This design comes from an exercise in tuning for small area, a short achievable clock period and few clock cycles per item on the open sky130 flow, not from production work. In this exercise RTL edits were held to simulation tests only and were not proved equivalent to the original.

## flow/design.v (module list and top-level ports; edited modules follow where they fit)
// module fpu_s: 201 lines
// module fma_spec: 36 lines
// module fma_pre: 39 lines
// module fma_align: 33 lines
// module lzc32: 24 lines
// module fp_round2: 27 lines
// module fma_add: 72 lines
// module fpu_misc: 54 lines
// module fpu_cvt: 82 lines
// module f2i_post: 15 lines
// module srt_step: 25 lines
// module mul24: 1597 lines
module fpu_s (
  input         clk,
  input         rst_n,
  input         req_valid,
  input  [6:0]  req_opcode,
  input  [6:0]  req_f7,
  input  [2:0]  req_rm,
  input  [4:0]  req_rs2,
  input  [31:0] req_v1,
  input  [31:0] req_v2,
  input  [31:0] req_v3,
  output        resp_valid,
  output [31:0] resp_value,
  output [4:0]  resp_fflags
);
  // ...
==> flow/flow/run.sh <==
#!/bin/bash
# Layout flow: the standard synthesis unchanged, then the standard ORFS
# steps (floorplan to finish) with timing repair aimed at a setup margin of
# 7.5 ns. The clock period and all constraints stay the design's.
# Each step's full output goes to a log file in this folder.
set -euo pipefail
bash standard.sh synth > synth.log 2>&1
bash standard.sh SETUP_SLACK_MARGIN=7.5 finish > layout.log 2>&1
==> flow/standard.sh <==
#!/bin/bash
# synth_recipe.tcl (not shown) runs the flow's synth.tcl, then flattens the netlist and writes it again
# the make line also repeats each setting of config.mk as NAME=value (left out here)
make -C /OpenROAD-flow-scripts/flow DESIGN_CONFIG=/design/flow/config.mk WORK_HOME=/design/flow/orfs CLKGATE_MAP_FILE= SYNTH_SCRIPT=/design/flow/synth_recipe.tcl "${@:-finish}"
==> flow/config.mk <==
export PLATFORM = sky130hd
export DESIGN_NAME = fpu_s
export DESIGN_NICKNAME = fpu_s
export VERILOG_FILES = /design/flow/design.v
export SDC_FILE = /design/flow/constraint.sdc
export NUM_CORES = 8
export LEC_CHECK = 0
export ABC_AREA = 1
export CAP_MARGIN = 20
export CORE_MARGIN = 2
export CORE_UTILIZATION = 40
export SLEW_MARGIN = 20
==> flow/constraint.sdc <==
create_clock -name core_clock -period 20.0 [get_ports {clk}]
set_input_delay 4.0000 -clock core_clock [delete_from_list [all_inputs] [get_ports {clk}]]
set_output_delay 4.0000 -clock core_clock [all_outputs]
set_load 0.01 [all_outputs]
==> run notes, run 1 <==
routed length per placed instance=29.6 um; max cap viols=0; Initial DRC Count=10000; CTS tree=built; Synth Net Count=12700; slowest CP cell=fa_1; CTS clock-pin slew for the worst setup and hold paths=0.09 ns; CP dominant cell by count=nand2_1; ANT nets after route=0; leading cell type in the layout, fill and taps excluded=nand2_1; Hold WC Path Type=register to register; worst setup path start=req_v1[27]; Port Buffers=153; via count=84600; top_reg_cell synth=dfxtp_1; XOR/XNOR Fraction of Synth Area=0.0328; Placed Cells=13700; maximum clock path buffer count=2; #MultiIn Comb=8804; final count of hold timing violations=0; DRC Markers=0; post-synthesis mux area share=0.00206; CP max FO=9; Non-clock buffering overhead=0.0831; setup slack after layout=7.54 ns; vias in the first global route=79900; Met3 Routed Length=39.1 mm; status=finished clean; Area after DPL=72600 um^2; Critical Path Stages=42; setup TNS=0 ns; Commonest cells post-synth=nand2_1, inv_1, o21ai_0; area added between synthesis and finish=15.4%; met2 Use GR=0.704; Regs by FF count=misc_res x32, r_x x28, r_y x28; unique cell type count in the Yosys netlist=86; Detailed Routing Iterations Pass 1=7
Testbench counts, summed over its fixed seeds: cycles 3,250, ops 2,400.
==> run 2: changes to the inputs <==
--- a/flow/config.mk
+++ b/flow/config.mk
@@ -8,5 +8,5 @@
 export ABC_AREA = 1
 export CAP_MARGIN = 20
 export CORE_MARGIN = 2
-export CORE_UTILIZATION = 40
+export CORE_UTILIZATION = 50
 export SLEW_MARGIN = 20
==> run 2 against run 1 <==
Effect of this change: sequential share of layout area grew 0.10 points; first-iteration DRC count grew 38%; sequential cell count is the same; core utilization grew 10 points; synthesized cell count is the same; critical endpoint unchanged.
==> run notes, run 2 <==
post-layout min period=12.74 ns; Die Area=141000 um^2; most frequent cell after synthesis=nand2_1; Commonest cells post-synth=nand2_1, inv_1, o21ai_0; setup slack after layout=7.26 ns (-0.278 ns); CTS clock-pin slew for the worst setup and hold paths=0.09 ns (about the same); Hold WC Path Type=register to register; register with the most flip-flops=misc_res; synthesized area per cell=5.95 um^2; top_reg_cell synth=dfxtp_1; post-synthesis sequential area ratio=0.0558; RSZ-0062 raised after global routing=yes; Post-synth EDFFs=9; vias in the first global route=79800 (-0.18%); Hold Path Depth=2; hold buffer count at CTS=0; largest net degree at the start of global routing=83; reg2reg path depth=53; WP data arrival=13.13 ns; Detailed Routing Iterations Pass 1=10 (+3); Required @ worst endpoint=20.39 ns; grt total ovfl=0; share of the synthesized area in the top cell type=0.182; Tightest Pin Transition=1.19 ns; ANT nets after route=0 (unchanged); startpoint types=input pin; routed wire length=377 mm; H-tree Lvls=4; first-pass GRT wire length=534 mm; dpl hpwl=278 mm; initial antenna violation count=32; fraction of layout cells with a size suffix above 1=0.104; Worst slew margin=0.187; status=finished clean; area added between synthesis and finish=12.4%; clk_skew=0.0297 ns; final net count=12700; CP dominant cell by count=nand2_1; num rows=136; Port Buffers=153 (unchanged); Crit. End Element=register; max cap viols=0 (unchanged); CTS tree=built; final count of hold timing violations=0 (unchanged); worst slack, placed=3.99 ns; total of warnings raised by yosys=6; largest cells by area after synthesis=fa_1, nand2_1, inv_1; unique cell type count in the Yosys netlist=86 (unchanged); Final Setup Violations=0; Final period util=0.637; FF+latch count, synth=188; Initial DRC Count=13800 (+38%); Largest register FFs=32; cells after synthesis=11600; DRC Markers=0 (unchanged); Setup CP Type=input pin to register; maximum clock path buffer count=2 (unchanged); die height=376 um; IO Pins=159; combined area of all synthesized cells=69100 um^2; Root Driver=clkbuf_16; Max Slew Vio Count=0; DIE WIDTH=376 um; routed length per placed instance=28.0 um (-5.4%); insertion delay to the later sink of the worst-skew pair=0.54 ns; Via density=6.36; FILL cells=13800; crit-path max cell delay=0.67 ns; via count=85700 (+1.3%); async set or reset register ratio after synthesis=0; area leader, netlist=fa_1; Core Box Area=137000 um^2; leading cell type in the layout, fill and taps excluded=nand2_1; slowest CP cell=a21oi_1; Starting Density=0.503; setup TNS=0 ns (unchanged); Synth Net Count=12700 (unchanged); clk sinks=188; Final Wtd Congestion=1.14; CTS buffer count=17; Final Util=0.565; FMAX=0.0785 GHz; commonest non-fill, non-tap cells in the layout=nand2_1, inv_1, o21ai_0; Regs by FF count=misc_res x32, r_x x28, r_y x28; total track usage=0.513; CP max FO=12 (+3)
run 2: cell counts after synthesis:
Identical to the previous run, type by type.
run 2: cell families after synthesis:
family | after synthesis | share of synthesized area
buffers and inverters | 2641 | 0.150
AND/OR/NAND/NOR | 5140 | 0.315
other | 1 | 0.0000543
XOR/XNOR | 259 | 0.0328
multiplexers | 14 | 0.00206
AO/OA/AOI/OAI | 2404 | 0.198
adder cells (fa/ha/maj) | 977 | 0.245
flip-flops | 188 | 0.0558
run 2: worst max-delay path: cells and delay by family:
family | cells | cell delay [ns]
AOI/OAI and AO/OA | 5 | 1.26
xor gates and xnor gates | 1 | 0.19
adders and majority gates | 8 | 3.66
buffers and inverters | 9 | 1.29
and+or+nand+nor | 22 | 2.69
run 2: layer usage:
layer | part of all wire | track usage | up-vias
met2 | 0.41 | 0.757 | 6856
met3 | 0.14 | 0.162 | 1938
met5 | 0.00088 | 0.00686 | -
met1 | 0.34 | 0.606 | 39600
met4 | 0.11 | 0.431 | 24
li1 | - | - | 37300
run 2: repair_timing:
item	in CTS	in global routing
pin swaps	99	148
buffers inserted	122	95
endpoints found under the setup margin	194	117
gates resized for setup	405	460
gates cloned	16	15
run 2: path summary, 6_finish.rpt:
kind,endpoint,slack [ns],start
worst min register to register,f_neg,0.52,f_neg
worst max-delay path,r_y[0],7.26,req_v1[29]
worst min-delay path,f_neg,0.52,f_neg
worst max register to register,r_x[12],8.06,r_x[26]
run 2: stage by stage:
step | instances | instance area [um^2] | hold slack [ns]
floorplan | 11600 | 69100 | 0.444
global placement | 13200 | 71700 | 0.486
detailed placement | 13200 | 71700 | 0.507
CTS | 13300 | 75000 | 0.518
global route | 13500 | 77600 | 0.546
finish | 13500 | 77600 | 0.524
run 2: layout make-up:
class | count | area [um^2] | area share
clock inverters | 13 | 111 | 0.00143
flip-flops and latches | 188 | 3880 | 0.0500
multi-input cells | 8803 | 57400 | 0.739
repair buffers | 587 | 5630 | 0.0725
diodes | 27 | 67.6 | 0.000870
clock buffers | 19 | 433 | 0.00558
inverters | 2038 | 7840 | 0.101
well taps | 1794 | 2240 | 0.0289
repair inverters | 6 | 38.8 | 0.000500
==> run 3: changes to the inputs <==
--- a/flow/config.mk
+++ b/flow/config.mk
@@ -8,5 +8,5 @@
 export ABC_AREA = 1
 export CAP_MARGIN = 20
 export CORE_MARGIN = 2
-export CORE_UTILIZATION = 50
+export CORE_UTILIZATION = 45
 export SLEW_MARGIN = 20
==> run 3 against run 2 <==
Effect of this change: still clean on timing, DRC and antenna; clock-buffer cell count rose by 1; first-iteration DRC count fell by 15%; maximum frequency rose by 2.5%; die area rose by 11%; clock skew rose by 0.00098 ns; final cell count rose by 1.7%; area after synthesis did not move; via count fell by 1.5%; routed wire length rose by 2.9%; global-route usage fell by 4.1 points; critical endpoint unchanged.
==> run notes, run 3 <==
leading cell type in the layout, fill and taps excluded=nand2_1; Reg2Reg Setup Slack=8.05 ns (about the same); CTS buffer count=17 (unchanged); hold_ws=0.531 ns (+0.00677 ns); combined area of all synthesized cells=69100 um^2 (unchanged); async set or reset register ratio after synthesis=0 (unchanged); post-layout min period=12.42 ns (-0.313 ns); CP dominant cell by count=nand2_1; largest net degree at the start of global routing=67 (-19%); maximum clock path buffer count=2 (unchanged); num rows=143 (+5.1%); Final Wtd Congestion=1.10 (-3.9%); Commonest cells post-synth=nand2_1, inv_1, o21ai_0; first-pass GRT wire length=542 mm (+1.4%); Worst slew margin=0.121 (-0.0654); share of the synthesized area in the top cell type=0.182 (unchanged); routed wire length=388 mm (+2.9%); Final period util=0.621 (-0.0157); die height=396 um (+5.4%); hold buffer count at CTS=0 (unchanged); Placed Cells=13400 (+1.8%); DIE WIDTH=396 um (+5.4%); Largest register FFs=32 (unchanged); CP max FO=22 (+10); final net count=12700 (+0.0078%); Crit. End Element=register; Die Area=157000 um^2 (+11%); insertion delay to the later sink of the worst-skew pair=0.54 ns (about the same); RSZ-0062 raised after global routing=yes; DRC Markers=0 (unchanged); FF+latch count, synth=188 (unchanged); Root Driver=clkbuf_16; Max Slew Vio Count=0 (unchanged); delay-heaviest family, CP=adder cells; via count=84400 (-1.5%); area leader, netlist=fa_1; vias in the first global route=78500 (-1.6%); startpoint types=input pin; largest cells by area after synthesis=fa_1, nand2_1, inv_1; WP data arrival=12.80 ns (-0.33 ns); register with the most flip-flops=misc_res; crit-path max cell delay=0.57 ns (-0.10 ns); synthesized area per cell=5.95 um^2 (unchanged); Required @ worst endpoint=20.37 ns (-0.02 ns); total track usage=0.473 (-0.0406); dpl hpwl=288 mm (+3.6%); FMAX=0.0805 GHz (+2.5%); grt total ovfl=0 (unchanged); most frequent cell after synthesis=nand2_1; max cap viols=0 (unchanged); clk_skew=0.0307 ns (+0.000980 ns); status=finished clean; Core Box Area=152000 um^2 (+11%); clk sinks=188 (unchanged); top_reg_cell synth=dfxtp_1; Detailed Routing Iterations Pass 1=9 (-1); total of warnings raised by yosys=6 (unchanged); routed length per placed instance=28.3 um (+1.2%); initial antenna violation count=27 (-16%); setup TNS=0 ns (unchanged); Setup CP Type=input pin to register; slowest CP cell=a21oi_1; final count of hold timing violations=0 (unchanged); Synth Net Count=12700 (unchanged); Port Buffers=153 (unchanged); commonest non-fill, non-tap cells in the layout=nand2_1, inv_1, o21ai_0; CTS clock-pin slew for the worst setup and hold paths=0.07 ns (-0.02 ns); Via density=6.16 (-3.1%); Regs by FF count=misc_res x32, r_x x28, r_y x28; cells after synthesis=11600 (unchanged); post-synthesis sequential area ratio=0.0558 (unchanged); Starting Density=0.454 (-0.0494); unique cell type count in the Yosys netlist=86 (unchanged); H-tree Lvls=4 (unchanged); Hold WC Path Type=register to register; CP bufs+invs=5 (-4); ANT nets after route=0 (unchanged); Final Setup Violations=0 (unchanged); Initial DRC Count=11800 (-15%); Post-synth EDFFs=9 (unchanged); fraction of layout cells with a size suffix above 1=0.114 (+0.0103); Tightest Pin Transition=1.30 ns (+0.115 ns); area added between synthesis and finish=14.1%; IO Pins=159 (unchanged); final std cells w/o fill=13700 (+1.7%); CTS tree=built
==> run 3: changes by cell type in the layout (fill, tap and decap cells not counted), sizes merged, moves of 2 or more <==
| cell | previous run | this run |
|---|---|---|
| buf | 435 | 426 |
| clkdlybuf4s50 | 125 | 110 |
| inv | 2003 | 2001 |
| clkinv | 35 | 33 |
| nand2 | 3098 | 3104 |
| bufbuf | 5 | 7 |
| bufinv | 0 | 2 |
| dlymetal6s2s | 4 | 19 |
| clkbuf | 27 | 35 |
| nand3 | 862 | 860 |
| diode | 27 | 19 |
| dlygate4sd2 | 9 | 5 |
==> run 3: worst min-delay path, delay by kind of cell, from the launching register on <==
family                 cells  cell delay (ns)
AOI/OAI and AO/OA          1             0.07
buffers and inverters      1             0.09
DFF                        1             0.32
==> run 3: layout make-up <==
cell class | instances | area (um^2)
diodes | 19 | 47.5
clock buffers | 20 | 468
clock inverters | 11 | 130
fillers | 15800 | 73400
inverters | 2038 | 7850
multi-input cells | 8806 | 58000
flip-flops and latches | 188 | 3880
well taps | 2030 | 2540
repair buffers | 584 | 5850
repair inverters | 7 | 56.3
==> run 3: worst paths after layout <==
path / start / to / cells after the start
worst min-delay path: f_neg / f_neg / 2
worst min register to register: f_neg / f_neg / 2
worst max-delay path: req_v1[9] / r_y[0] / 39
worst max register to register: r_y[24] / r_x[14] / 53
==> run 3: layer usage <==
| layer | up-vias | track usage | wire length, um |
|---|---|---|---|
| li1 | 37300 | - | - |
| met1 | 39800 | 0.575 | 140000 |
| met2 | 5812 | 0.707 | 161000 |
| met3 | 1507 | 0.122 | 47000 |
| met4 | 16 | 0.375 | 39600 |
| met5 | - | 0.00770 | 283 |
==> run 3: logic make-up (layout without fill, tap and decap cells) <==
group	after synthesis	after routing	synth area share
AO/OA/AOI/OAI	2404	2404	0.198
XOR/XNOR	259	259	0.0328
adder cells (fa/ha/maj)	977	977	0.245
buffers and inverters	2641	2660	0.150
flip-flops	188	188	0.0558
multiplexers	14	14	0.00206
other	1	20	0.0000543
AND/OR/NAND/NOR	5140	5151	0.315
==> run 3: metrics by stage <==
stage | area (um^2) | utilization | worst slack, ns
4_1_cts | 75300 | 0.494 | 7.50
2_1_floorplan | 69100 | - | 7.81
6_report | 78800 | 0.518 | 7.58
3_3_place_gp | 72000 | 0.473 | 3.90
3_5_place_dp | 72000 | 0.473 | 3.84
5_1_grt | 78800 | 0.518 | 7.26
==> run 3: what timing repair did <==
item | in CTS | in global routing
endpoints found under the setup margin | 197 | 121
resized for setup | 457 | 605
pin swaps | 96 | 233
cloned | 15 | 21
setup buffers | 95 | 118
hold endpoints to repair | 0 | 0
==> run 4: changes to the inputs <==
==> flow/flow/run.sh (replaced) <==
#!/bin/bash
# Layout flow: the standard synthesis unchanged, then the standard ORFS
# steps (floorplan to finish) with timing repair aimed at a setup margin of
# 8 ns. The clock period and all constraints stay the design's.
# Each step's full output goes to a log file in this folder.
set -euo pipefail
bash standard.sh synth > synth.log 2>&1
bash standard.sh SETUP_SLACK_MARGIN=8 finish > layout.log 2>&1
--- a/flow/config.mk
+++ b/flow/config.mk
@@ -8,5 +8,5 @@
 export ABC_AREA = 1
 export CAP_MARGIN = 20
 export CORE_MARGIN = 2
-export CORE_UTILIZATION = 45
+export CORE_UTILIZATION = 40
 export SLEW_MARGIN = 20
==> run 4 against run 3 <==
Effect of this change: clock skew is 0.0013 ns higher; via count up 2.6%; die area increased by 12%; core utilization is 2.4 points lower.
==> run notes, run 4 <==
status=finished clean; synthesized area per cell=5.95 um^2 (unchanged); RSZ-0062 raised after global routing=yes; CTS tree=built; DRC Markers=0 (unchanged); commonest non-fill, non-tap cells in the layout=nand2_1, inv_1, o21ai_0; design area=84800 um^2 (+7.5%); Crit. End Element=output port; hold buffer count at CTS=0 (unchanged); CP max FO=8 (-64%); hold_ws=0.482 ns (-0.0483 ns); slowest CP cell=o211ai_1; Detailed Routing Iterations Pass 1=12 (+3); CTS buffer count=17 (unchanged); Port Buffers=153 (unchanged); Required @ worst endpoint=16.00 ns (-4.37 ns); setup slack after layout=7.70 ns (+0.124 ns); FF+latch count, synth=188 (unchanged); multi-input logic area=60200 um^2 (+3.8%); num rows=152 (+6.3%); DIE WIDTH=420 um (+6.0%); area occupied by registers=3970 um^2 (+2.3%); initial antenna violation count=34 (+26%); fraction of layout cells with a size suffix above 1=0.167 (+0.0533); via count=86700 (+2.6%); vias in the first global route=80300 (+2.3%); combined area of all synthesized cells=69100 um^2 (unchanged); leading cell type in the layout, fill and taps excluded=nand2_1; Core Box Area=172000 um^2 (+13%); Synth Net Count=12700 (unchanged); die height=420 um (+6.0%); first-pass GRT wire length=575 mm (+6.0%); routed length per placed instance=29.6 um (+4.4%); routed wire length=421 mm (+8.3%); post-synthesis sequential area ratio=0.0558 (unchanged); crit-path max cell delay=0.82 ns (+0.25 ns); max cap viols=0 (unchanged); CTS clock-pin slew for the worst setup and hold paths=0.09 ns (+0.02 ns); Via density=6.09 (-1.1%); Worst slew margin=0.182 (+0.0600); clk sinks=188 (unchanged); Commonest cells post-synth=nand2_1, inv_1, o21ai_0; Tightest Pin Transition=1.22 ns (-0.0857 ns); Post-synth EDFFs=9 (unchanged); Final Wtd Congestion=1.09 (-1.1%); Setup CP Type=register to output port; Initial DRC Count=11900 (+1.3%); Hold WC Path Type=register to register; setup TNS=0 ns (unchanged); cells after synthesis=11600 (unchanged); Area after DPL=72400 um^2 (+0.53%); IO Pins=159 (unchanged); Root Driver=clkbuf_16; startpoint types=register; total track usage=0.452 (-0.0204); Reg2Reg Setup Slack=8.22 ns (+0.17 ns); Largest register FFs=32 (unchanged); largest net degree at the start of global routing=73 (+9.0%); ANT nets after route=0 (unchanged); maximum clock path buffer count=2 (unchanged); Regs by FF count=misc_res x32, r_x x28, r_y x28; final count of hold timing violations=0 (unchanged); largest cells by area after synthesis=fa_1, nand2_1, inv_1; Final Setup Violations=0 (unchanged); most frequent cell after synthesis=nand2_1; post-layout min period=12.30 ns (-0.124 ns); dpl hpwl=300 mm (+4.0%); WP data arrival=8.30 ns (-4.50 ns); Die Area=176000 um^2 (+12%); clk_skew=0.0320 ns (+0.00128 ns); Final period util=0.615 (-0.00621); register with the most flip-flops=misc_res; FMAX=0.0813 GHz (+1.0%); top_reg_cell synth=dfxtp_1; H-tree Lvls=4 (unchanged); Final Util=0.494 (-0.0236); insertion delay to the later sink of the worst-skew pair=0.56 ns (+0.02 ns); area added between synthesis and finish=22.7%; Starting Density=0.403 (-0.0510); area leader, netlist=fa_1; grt total ovfl=0 (unchanged); final net count=13000 (+1.9%); worst slack, placed=3.80 ns (-0.0348 ns); unique cell type count in the Yosys netlist=86 (unchanged); share of the synthesized area in the top cell type=0.182 (unchanged); total of warnings raised by yosys=6 (unchanged); Max Slew Vio Count=0 (unchanged); FILL cells=17700 (+12%); async set or reset register ratio after synthesis=0 (unchanged)
[run 4: cell counts after synthesis]
Identical to the previous run, type by type.
[run 4: critical path: cells and delay by family, from the launching register on]
kind | cells | cell delay, ns
simple gates | 17 | 2.50
compound gates | 10 | 2.28
buf+inv | 8 | 1.42
fa+ha+maj | 3 | 1.10
flops | 1 | 0.39
[run 4: cell families (layout without fill, tap and decap cells)]
group	after synthesis	count (layout)	synth area share
AO/OA/AOI/OAI	2404	2405	0.198
XOR/XNOR	259	259	0.0328
flip-flops	188	188	0.0558
other	1	17	0.0000543
adder cells (fa/ha/maj)	977	977	0.245
AND/OR/NAND/NOR	5140	5150	0.315
buffers and inverters	2641	2900	0.150
multiplexers	14	14	0.00206
[run 4: per-layer routing]
layer / up-vias / part of all wire / global-route usage
li1: 37800 / - / -
met1: 41000 / 0.35 / 0.534
met2: 6047 / 0.42 / 0.683
met3: 1749 / 0.11 / 0.109
met4: 18 / 0.12 / 0.399
met5: - / 0.00028 / 0
[run 4: repair_timing]
item,CTS,global route
gates cloned,42,33
endpoints found under the setup margin,198,115
pin swaps,195,409
buffers inserted,231,181
resized for setup,969,969
endpoints found under the hold margin,0,0
[run 4: path summary, 6_finish.rpt]
kind / startpoint / to / depth (start not counted)
hold reg to reg: f_abfl[1] / f_abfl[1] / 2
setup / recovery: r_x[26] / resp_value[12] / 38
hold / removal: f_abfl[1] / f_abfl[1] / 2
setup reg to reg: r_x[26] / r_x[15] / 60
[run 4: cell type report]
type | count | area share
repair inverters | 8 | 0.000945
clock buffers | 21 | 0.00543
well taps | 2310 | 0.0341
flip-flops and latches | 188 | 0.0469
inverters | 2038 | 0.0935
multi-input cells | 8806 | 0.711
diodes | 16 | 0.000472
clock inverters | 11 | 0.00146
repair buffers | 822 | 0.107
[run 4: stage by stage]
| stage | instances |
|---|---|
| after detailed placement | 13700 |
| after global placement | 13700 |
| final | 14200 |
| after global routing | 14200 |
| after CTS | 14000 |
| after floorplan | 11600 |
==> run 5: changes to the inputs <==
==> flow/flow/run.sh (replaced) <==
#!/bin/bash
# Layout flow: the standard synthesis unchanged, then the standard ORFS
# steps (floorplan to finish) with timing repair aimed at a setup margin of
# 7.25 ns. The clock period and all constraints stay the design's.
# Each step's full output goes to a log file in this folder.
set -euo pipefail
bash standard.sh synth > synth.log 2>&1
bash standard.sh SETUP_SLACK_MARGIN=7.25 finish > layout.log 2>&1
--- a/flow/config.mk
+++ b/flow/config.mk
@@ -8,5 +8,5 @@
 export ABC_AREA = 1
 export CAP_MARGIN = 20
 export CORE_MARGIN = 2
-export CORE_UTILIZATION = 40
+export CORE_UTILIZATION = 42
 export SLEW_MARGIN = 20
==> run 5 against run 4 <==
Effect of this change: still clean; setup slack lost 0.53 ns; final cell count decreased by 2.7%; core utilization decreased by 1.9 points; critical path depth increased by 16; worst hold slack improved by 0.024 ns; area after synthesis is the same; sequential share of layout area grew 0.34 points; register-to-register slack got worse by 0.49 ns.
==> run notes, run 5 <==
Port Buffers=153 (unchanged); area added between synthesis and finish=12.2%; post-synthesis sequential area ratio=0.0558 (unchanged); ANT nets after route=0 (unchanged); Final Setup Violations=0 (unchanged); maximum clock path buffer count=2 (unchanged); Detailed Routing Iterations Pass 1=9 (-3); unique cell type count in the Yosys netlist=86 (unchanged); setup TNS=0 ns (unchanged); cells after synthesis=11600 (unchanged); max cap viols=0 (unchanged); CTS clock-pin slew for the worst setup and hold paths=0.08 ns (about the same); num rows=148 (-2.6%); CP dominant cell by count=inv_1; die height=410 um (-2.4%); insertion delay to the later sink of the worst-skew pair=0.54 ns (-0.02 ns); Crit. End Element=register; Hold WC Path Type=register to register; crit-path max cell delay=0.56 ns (-0.26 ns); CP max FO=6 (-2); total of warnings raised by yosys=6 (unchanged); DRC Markers=0 (unchanged); fraction of layout cells with a size suffix above 1=0.0939 (-0.0735); Initial DRC Count=12400 (+4.5%); FILL cells=17500 (-0.76%); dpl hpwl=302 mm (+0.70%); IO Pins=159 (unchanged); Die Area=168000 um^2 (-4.7%); DIE WIDTH=410 um (-2.4%); Regs by FF count=misc_res x32, r_x x28, r_y x28; area leader, netlist=fa_1; FMAX=0.0780 GHz (-4.1%); WP data arrival=13.20 ns (+4.90 ns); async set or reset register ratio after synthesis=0 (unchanged); via count=84600 (-2.4%); Starting Density=0.424 (+0.0207); Largest register FFs=32 (unchanged); largest net degree at the start of global routing=76 (+4.1%); Tightest Pin Transition=1.29 ns (+0.0757 ns); clk sinks=188 (unchanged); grt total ovfl=0 (unchanged); commonest non-fill, non-tap cells in the layout=nand2_1, inv_1, o21ai_0; Root Driver=clkbuf_16; share of the synthesized area in the top cell type=0.182 (unchanged); Required @ worst endpoint=20.38 ns (+4.38 ns); Worst slew margin=0.128 (-0.0533); RSZ-0062 raised after global routing=yes; register with the most flip-flops=misc_res; largest cells by area after synthesis=fa_1, nand2_1, inv_1; H-tree Lvls=4 (unchanged); final net count=12700 (-1.9%); first-pass GRT wire length=559 mm (-2.7%); Setup CP Type=input pin to register; Final period util=0.641 (+0.0263); CTS tree=built; vias in the first global route=78700 (-1.9%); slowest CP cell=fa_1; status=finished clean; routed length per placed instance=28.9 um (-2.4%); most frequent cell after synthesis=nand2_1; initial antenna violation count=45 (+32%); clk_skew=0.0195 ns (-0.0125 ns); hold_ws=0.506 ns (+0.0240 ns); top_reg_cell synth=dfxtp_1; final count of hold timing violations=0 (unchanged); FF+latch count, synth=188 (unchanged); combined area of all synthesized cells=69100 um^2 (unchanged); Via density=6.11 (+0.27%); total track usage=0.458 (+0.00565); post-layout min period=12.83 ns (+0.527 ns); area occupied by registers=3890 um^2 (-2.0%); Post-synth EDFFs=9 (unchanged); Synth Net Count=12700 (unchanged); Core Box Area=163000 um^2 (-4.9%); multi-input logic area=56800 um^2 (-5.8%); CTS buffer count=17 (unchanged); Final Wtd Congestion=1.10 (+1.4%); Commonest cells post-synth=nand2_1, inv_1, o21ai_0; Reg2Reg Setup Slack=7.73 ns (-0.49 ns); startpoint types=input pin; synthesized area per cell=5.95 um^2 (unchanged); leading cell type in the layout, fill and taps excluded=nand2_1; routed wire length=399 mm (-5.1%); Max Slew Vio Count=0 (unchanged)
==> run 5: worst paths after layout <==
path / start / endpoint / depth (start not counted)
setup / recovery: req_v1[23] / r_y[0] / 54
hold / removal: f_acc / f_acc / 2
setup reg to reg: r_y[26] / r_x[19] / 62
hold reg to reg: f_acc / f_acc / 2
==> run 5: area by class of cell <==
class / count / area share
Timing Repair inverter: 6 / 0.000662
Multi-Input combinational cell: 8802 / 0.732
Clock inverter: 15 / 0.00270
Timing Repair Buffer: 575 / 0.0718
Tap cell: 2175 / 0.0351
Clock buffer: 17 / 0.00549
Inverter: 2038 / 0.101
Antenna cell: 24 / 0.000775
Sequential cell: 188 / 0.0502
==> run 5: what timing repair did <==
action,CTS,global route
pin swaps,62,100
hold buffers,0,0
cloned,15,15
buffers inserted,110,74
gates resized for setup,373,300
setup endpoints to repair,183,114
==> run 5: cell families (layout without fill, tap and decap cells) <==
group / Yosys count / in the layout / synth area share
flops: 188 / 188 / 0.0558
fa+ha+maj: 977 / 977 / 0.245
compound gates: 2404 / 2406 / 0.198
simple gates: 5140 / 5145 / 0.315
other cells: 1 / 25 / 0.0000543
buf+inv: 2641 / 2651 / 0.150
xor+xnor: 259 / 259 / 0.0328
mux: 14 / 14 / 0.00206
==> run 5: routing by layer <==
layer	GRT usage	wire length, um	up-vias
li1	-	-	37300
met1	0.564	148000	40200
met2	0.688	168000	5678
met3	0.113	46300	1404
met4	0.347	37800	22
met5	0	142	-
==> run 5: worst max-delay path: cells and delay by family <==
| family | cells | cell delay [ns] |
|---|---|---|
| adder cells (fa/ha/maj) | 9 | 3.89 |
| buffers and inverters | 13 | 1.40 |
| AO/OA/AOI/OAI | 10 | 1.51 |
| AND/OR/NAND/NOR | 22 | 2.34 |
==> run 5: metrics by stage <==
| step | util | cell area (um^2) | instances | worst slack [ns] |
|---|---|---|---|---|
| floorplan | - | 69100 | 11600 | 7.81 |
| CTS | 0.463 | 75500 | 13700 | 7.21 |
| detailed placement | 0.444 | 72400 | 13600 | 3.50 |
| global route | 0.475 | 77500 | 13800 | 6.93 |
| finish | 0.475 | 77500 | 13800 | 7.17 |
| global placement | 0.444 | 72400 | 13600 | 3.58 |
==> run 6: changes to the inputs <==
--- a/flow/config.mk
+++ b/flow/config.mk
@@ -8,5 +8,5 @@
 export ABC_AREA = 1
 export CAP_MARGIN = 20
 export CORE_MARGIN = 2
-export CORE_UTILIZATION = 42
+export CORE_UTILIZATION = 46
 export SLEW_MARGIN = 20
==> run 6 against run 5 <==
Effect of this change: routed wire length fell by 4.5%; final cell count fell by 1.2%; still clean; highest routed layer unchanged; non-clock buffer count shrank 3; cell area is 0.21% higher; clock skew up 0.0046 ns; clock-buffer cell count grew 4; area after synthesis unchanged; via count down 0.41%.
==> run notes, run 6 <==
Root Driver=clkbuf_16; largest family of logic cells by synthesized area=simple AND/OR/NAND/NOR gates; CTS tree=built; Largest register FFs=32 (unchanged); Area after DPL=72100 um^2 (-0.40%); area occupied by registers=3880 um^2 (-0.32%); XOR/XNOR Fraction of Synth Area=0.0328 (unchanged); setup TNS=0 ns (unchanged); Reg2Reg Setup Slack=7.78 ns (+0.05 ns); total of warnings raised by yosys=6 (unchanged); Max Slew Vio Count=0 (unchanged); multi-input logic area=57100 um^2 (+0.53%); vias in the first global route=78700 (-0.0089%); Hold Path Depth=2 (unchanged); WP data arrival=8.74 ns (-4.46 ns); Final Util=0.520 (+0.0447); hold_ws=0.517 ns (+0.0105 ns); Tightest Pin Transition=1.32 ns (+0.0289 ns); Starting Density=0.462 (+0.0389); most frequent cell after synthesis=nand2_1; IO Pins=159 (unchanged); Synth Area in Compound Gates=0.198 (unchanged); clk sinks=188 (unchanged); routed length per placed instance=27.9 um (-3.3%); top_reg_cell synth=dfxtp_1; DRC Markers=0 (unchanged); Crit. End Element=output port; Setup CP Type=register to output port; RSZ-0062 raised after global routing=yes; area added between synthesis and finish=12.4%; clk_skew=0.0241 ns (+0.00463 ns); Hold Path End=f_neg; RR Endpoint=r_x[12]; Hold WC Path Type=register to register; area leader, netlist=fa_1; FILL cells=15700 (-11%); via count=84200 (-0.41%); die height=392 um (-4.4%); DIE WIDTH=392 um (-4.4%); Initial DRC Count=11500 (-7.9%); FF+latch count, synth=188 (unchanged); Final Setup Violations=0 (unchanged); Final Wtd Congestion=1.13 (+2.7%); dpl hpwl=283 mm (-6.2%); reg2reg path depth=61 (-1.6%); first-pass GRT wire length=539 mm (-3.6%); Adder-Cell Fraction of Synth Area=0.245 (unchanged); CP max FO=29 (+23); routed wire length=381 mm (-4.5%); combined area of all synthesized cells=69100 um^2 (unchanged); post-layout min period=12.74 ns (-0.0893 ns); Die Area=153000 um^2 (-8.6%); num rows=142 (-4.1%); CTS buffer count=17 (unchanged); total track usage=0.483 (+0.0250); post-synthesis mux area share=0.00206 (unchanged); hold_sp=f_neg; synthesized area per cell=5.95 um^2 (unchanged); insertion delay to the later sink of the worst-skew pair=0.54 ns (about the same); post-synthesis sequential area ratio=0.0558 (unchanged); Via density=6.16 (+0.80%); Synth Net Count=12700 (unchanged); largest net degree at the start of global routing=85 (+12%); share of the synthesized area in the top cell type=0.182 (unchanged); Core Box Area=149000 um^2 (-8.4%); crit-path max cell delay=0.93 ns (+0.37 ns); design area=77700 um^2 (+0.21%); simple-gate share of the synthesized area=0.315 (unchanged); H-tree Lvls=4 (unchanged); final count of hold timing violations=0 (unchanged); Commonest cells post-synth=nand2_1, inv_1, o21ai_0; leading cell type in the layout, fill and taps excluded=nand2_1; cells after synthesis=11600 (unchanged); CTS clock-pin slew for the worst setup and hold paths=0.09 ns (about the same); r2r startpoint=r_x[26]; Final period util=0.637 (-0.00446); FMAX=0.0785 GHz (+0.70%); max cap viols=0 (unchanged); Post-synth EDFFs=9 (unchanged); final net count=12700 (-0.0079%); async set or reset register ratio after synthesis=0 (unchanged); status=finished clean; startpoint types=register; commonest non-fill, non-tap cells in the layout=nand2_1, inv_1, o21ai_0; register with the most flip-flops=misc_res; Port Buffers=153 (unchanged); Regs by FF count=misc_res x32, r_x x28, r_y x28; Detailed Routing Iterations Pass 1=9 (unchanged); fraction of layout cells with a size suffix above 1=0.0985 (+0.00457); largest cells by area after synthesis=fa_1, nand2_1, inv_1; ANT nets after route=0 (unchanged); Required @ worst endpoint=16.00 ns (-4.38 ns); unique cell type count in the Yosys netlist=86 (unchanged); maximum clock path buffer count=2 (unchanged); initial antenna violation count=31 (-31%); Worst slew margin=0.111 (-0.0169); slowest CP cell=o211ai_1; grt total ovfl=0 (unchanged)
==> run 6: cell count changes in the layout (fill, tap and decap cells not counted), sizes merged, moves of 2 or more <==
cell and delta:
dlymetal6s2s +14, clkbuf +11, dlygate4sd2 -11, clkdlybuf4s50 -6, buf -5, diode -5
bufinv -3, inv -3, nand2 +2, nor2 +2
==> run 6: what timing repair did <==
item | CTS | global route
hold buffers | 0 | 0
endpoints found under the setup margin | 185 | 117
setup buffers | 91 | 98
cloned | 18 | 16
pin swaps | 49 | 143
gates resized for setup | 313 | 491
==> run 6: logic make-up after synthesis <==
family          count (synthesis)
simple gates                 5140
buf+inv                      2641
compound gates               2404
fa+ha+maj                     977
xor+xnor                      259
flops                         188
mux                            14
other cells                     1
==> run 6: layout make-up <==
class | instances | area share
repair inverters | 5 | 0.000548
well taps | 2016 | 0.0325
repair buffers | 572 | 0.0738
clock inverters | 10 | 0.00134
clock buffers | 21 | 0.00607
inverters | 2038 | 0.101
diodes | 19 | 0.000612
flip-flops and latches | 188 | 0.0500
multi-input cells | 8805 | 0.735
==> run 6: per-layer routing <==
metal / share of wire / up-vias / GRT usage / routed length (um)
met2: 0.41 / 6080 / 0.713 / 156000
met5: 0.00051 / - / 0.00766 / 196
met1: 0.35 / 39200 / 0.572 / 134000
met4: 0.11 / 24 / 0.405 / 41500
li1: - / 37300 / - / -
met3: 0.13 / 1673 / 0.148 / 49300
==> run 6: worst max-delay path by stage <==
stage / from / cells past startpoint / to
2_1_floorplan: req_v1[23] / 47 / r_y[15]
3_3_place_gp: req_opcode[3] / 60 / r_y[0]
3_5_place_dp: req_opcode[3] / 60 / r_y[0]
4_1_cts: r_y[0] / 49 / resp_fflags[2]
5_1_grt: req_f7[1] / 62 / r_y[0]
6_report: r_x[26] / 39 / resp_value[4]
==> run 6: critical path: cells and delay by family, from the launching register on <==
| family | cells | cell delay [ns] |
|---|---|---|
| adders and majority gates | 3 | 1.13 |
| AOI/OAI and AO/OA | 11 | 2.64 |
| DFF | 1 | 0.39 |
| and+or+nand+nor | 13 | 2.05 |
| buffers and inverters | 12 | 1.92 |
==> run 6: per-stage QoR <==
| stage | worst slack, ns | std cells |
|---|---|---|
| final | 7.26 | 13700 |
| after detailed placement | 3.94 | 13400 |
| after global placement | 3.95 | 13400 |
| after floorplan | 7.81 | 11600 |
| after CTS | 7.25 | 13500 |
| after global routing | 7.11 | 13700 |
==> run 7: changes to the inputs <==
--- a/flow/config.mk
+++ b/flow/config.mk
@@ -8,5 +8,5 @@
 export ABC_AREA = 1
 export CAP_MARGIN = 20
 export CORE_MARGIN = 2
-export CORE_UTILIZATION = 46
+export CORE_UTILIZATION = 45
 export SLEW_MARGIN = 20
==> run 7 against run 6 <==
Effect of this change: core utilization decreased by 1.3 points; worst hold slack better by 0.013 ns; maximum frequency grew 0.61%; first-iteration DRC count up 2.9%; register-to-register slack got worse by 0.07 ns; clock-buffer cell count shrank 1; clock skew is 0.0099 ns higher; sequential share of layout area about the same; largest cell class unchanged.
==> run notes, run 7 <==
Crit. End Element=output port; clk sinks=188 (unchanged); CTS clock-pin slew for the worst setup and hold paths=0.08 ns (about the same); worst setup path start=r_x[26]; area leader, netlist=fa_1; FF+latch count, synth=188 (unchanged); share of the synthesized area in the top cell type=0.182 (unchanged); Max Slew Vio Count=0 (unchanged); Tightest Pin Transition=1.26 ns (-0.0621 ns); synthesized area per cell=5.95 um^2 (unchanged); FMAX=0.0790 GHz (+0.61%); H-tree Lvls=4 (unchanged); cells after synthesis=11600 (unchanged); Reg2Reg Setup Slack=7.71 ns (-0.07 ns); top_reg_cell synth=dfxtp_1; routed wire length=383 mm (+0.42%); DRC Markers=0 (unchanged); async set or reset register ratio after synthesis=0 (unchanged); via count=83800 (-0.53%); num rows=143 (+0.70%); largest net degree at the start of global routing=67 (-21%); final count of hold timing violations=0 (unchanged); grt total ovfl=0 (unchanged); ANT nets after route=0 (unchanged); CP Capture Point=resp_fflags[2]; Final Wtd Congestion=1.10 (-2.9%); Core Box Area=152000 um^2 (+1.9%); fraction of layout cells with a size suffix above 1=0.0960 (-0.00245); RSZ-0062 raised after global routing=no; leading cell type in the layout, fill and taps excluded=nand2_1; max cap viols=0 (unchanged); Via density=6.14 (-0.26%); Detailed Routing Iterations Pass 1=9 (unchanged); Required @ worst endpoint=16.00 ns (about the same); status=finished clean; slowest CP cell=clkdlybuf4s50_1; WP data arrival=8.66 ns (-0.08 ns); design area=77100 um^2 (-0.69%); total track usage=0.471 (-0.0120); IO Pins=159 (unchanged); multi-input logic area=57100 um^2 (+0.13%); post-synthesis sequential area ratio=0.0558 (unchanged); combined area of all synthesized cells=69100 um^2 (unchanged); reg2reg path depth=61 (unchanged); RR Endpoint=r_x[11]; clk_skew=0.0340 ns (+0.00988 ns); unique cell type count in the Yosys netlist=86 (unchanged); Root Driver=clkbuf_16; Final Util=0.507 (-0.0132); Final period util=0.633 (-0.00385); Post-synth EDFFs=9 (unchanged); insertion delay to the later sink of the worst-skew pair=0.54 ns (about the same); CP max FO=47 (+62%); CTS tree=built; Port Buffers=153 (unchanged); Final Setup Violations=0 (unchanged); hold buffer count at CTS=0 (unchanged); Die Area=157000 um^2 (+2.2%); global routing's busiest layer=met2; met2 Use GR=0.706 (-0.00713); dpl hpwl=288 mm (+1.8%); routed length per placed instance=28.1 um (+0.70%); DIE WIDTH=396 um (+1.1%); CTS buffer count=17 (unchanged); Setup CP Type=register to output port; CP dominant cell by count=nand2_1; Initial DRC Count=11800 (+2.9%); FILL cells=16000 (+1.8%); Regs by FF count=misc_res x32, r_x x28, r_y x28; die height=396 um (+1.1%); Area after DPL=72000 um^2 (about the same); final net count=12700 (-0.37%); r2r startpoint=r_x[26]; first-pass GRT wire length=540 mm (+0.11%); post-layout min period=12.66 ns (-0.0770 ns); maximum clock path buffer count=2 (unchanged); Worst slew margin=0.151 (+0.0393); crit-path max cell delay=0.57 ns (-0.36 ns); Hold WC Path Type=register to register; initial antenna violation count=28 (-9.7%); startpoint types=register; Starting Density=0.454 (-0.00863); vias in the first global route=78300 (-0.52%); met3 Track Usage GR=0.128 (-0.0197); Commonest cells post-synth=nand2_1, inv_1, o21ai_0; most frequent cell after synthesis=nand2_1; Largest register FFs=32 (unchanged); Synth Net Count=12700 (unchanged); register with the most flip-flops=misc_res; setup TNS=0 ns (unchanged); total of warnings raised by yosys=6 (unchanged); commonest non-fill, non-tap cells in the layout=nand2_1, inv_1, o21ai_0; area added between synthesis and finish=11.6%; largest cells by area after synthesis=fa_1, nand2_1, inv_1; met1 usage=0.568 (-0.00367); area occupied by registers=3880 um^2 (about the same)
-- run 7: critical path, delay by kind of cell (launching register included) --
| family | cells | cell delay, ns |
|---|---|---|
| buffers and inverters | 11 | 2.38 |
| and+or+nand+nor | 17 | 2.17 |
| AOI/OAI and AO/OA | 9 | 1.84 |
| adders and majority gates | 3 | 1.21 |
| DFF | 1 | 0.36 |
-- run 7: how the worst min path moves through the flow --
stage          startpoint        end  slack (ns)  depth (start not counted)
3_3_place_gp        f_neg      f_neg        0.49                          2
4_1_cts           f_rm[1]    f_rm[1]        0.53                          2
3_5_place_dp      f_rm[1]    f_rm[1]        0.51                          2
6_report            f_neg      f_neg        0.53                          2
2_1_floorplan   f_abfl[2]  f_abfl[2]        0.44                          2
5_1_grt             f_acc      f_acc        0.55                          2
-- run 7: final cells by class --
cell class,count,share of cell area
Timing Repair inverter,4,0.000389
Tap cell,2030,0.0329
Timing Repair Buffer,527,0.0657
Multi-Input combinational cell,8804,0.741
Sequential cell,188,0.0503
Antenna cell,15,0.000487
Clock inverter,11,0.00169
Clock buffer,20,0.00607
Inverter,2038,0.102
-- run 7: repair_timing --
action | 4_1_cts | 5_1_grt
setup buffers | 74 | 86
setup endpoints to repair | 187 | 118
pin swaps | 63 | 121
cloned | 13 | 13
gates resized for setup | 353 | 402
-- run 7: cell families after synthesis --
kind of cell             share of synthesized area
other                                    0.0000543
adder cells (fa/ha/maj)                      0.245
AO/OA/AOI/OAI                                0.198
buffers and inverters                        0.150
AND/OR/NAND/NOR                              0.315
multiplexers                               0.00206
flip-flops                                  0.0558
XOR/XNOR                                    0.0328
-- run 7: stage by stage --
stage / cells / worst slack [ns] / hold WS (ns)
finish: 13600 / 7.34 / 0.530
global route: 13600 / 7.05 / 0.554
CTS: 13500 / 7.25 / 0.527
detailed placement: 13400 / 3.84 / 0.514
global placement: 13400 / 3.90 / 0.493
floorplan: 11600 / 7.81 / 0.444
-- run 7: per-layer routing --
layer | wire length, um | vias up
li1 | - | 37200
met2 | 159000 | 5853
met3 | 47500 | 1490
met1 | 138000 | 39200
met5 | 272 | -
met4 | 38500 | 16

==> re-timing with driven ports <==
The results above use ideal ports. As a check the final layouts listed here were re-extracted and re-timed, cells and wires unchanged.
Step 1: set_driving_cell puts a clkbuf_16 on clk and a buf_2 on each other input, an assumption about the parent block.
Step 2 moves the port delays by t, midway between the first and last clock arrival at a register: inputs arrive t later, outputs are due t later. That takes back most of the time a late clock gives input paths.
Three values: ideal, step 1, step 2; two values: the first two.
run	shift t [ns]	setup slack, ns	pins driven straight from the clock port
run 1	0.642	7.541 / 7.497 / 6.859	1
run 2	0.599	7.263 / 7.308 / 6.708	1
run 3	0.599	7.577 / 7.507 / 6.946	1
run 4	0.613	7.701 / 7.630 / 7.132	1
run 5	0.601	7.174 / 7.133 / 6.532	1
run 6	0.595	7.263 / 7.192 / 6.670	1
run 7	0.604	7.340 / 7.262 / 6.778	1
After both steps setup and hold are still met in every run listed. For run 1, which loses most, drivers alone change the setup slack by -0.044 ns; drivers and shift together by -0.682 ns.
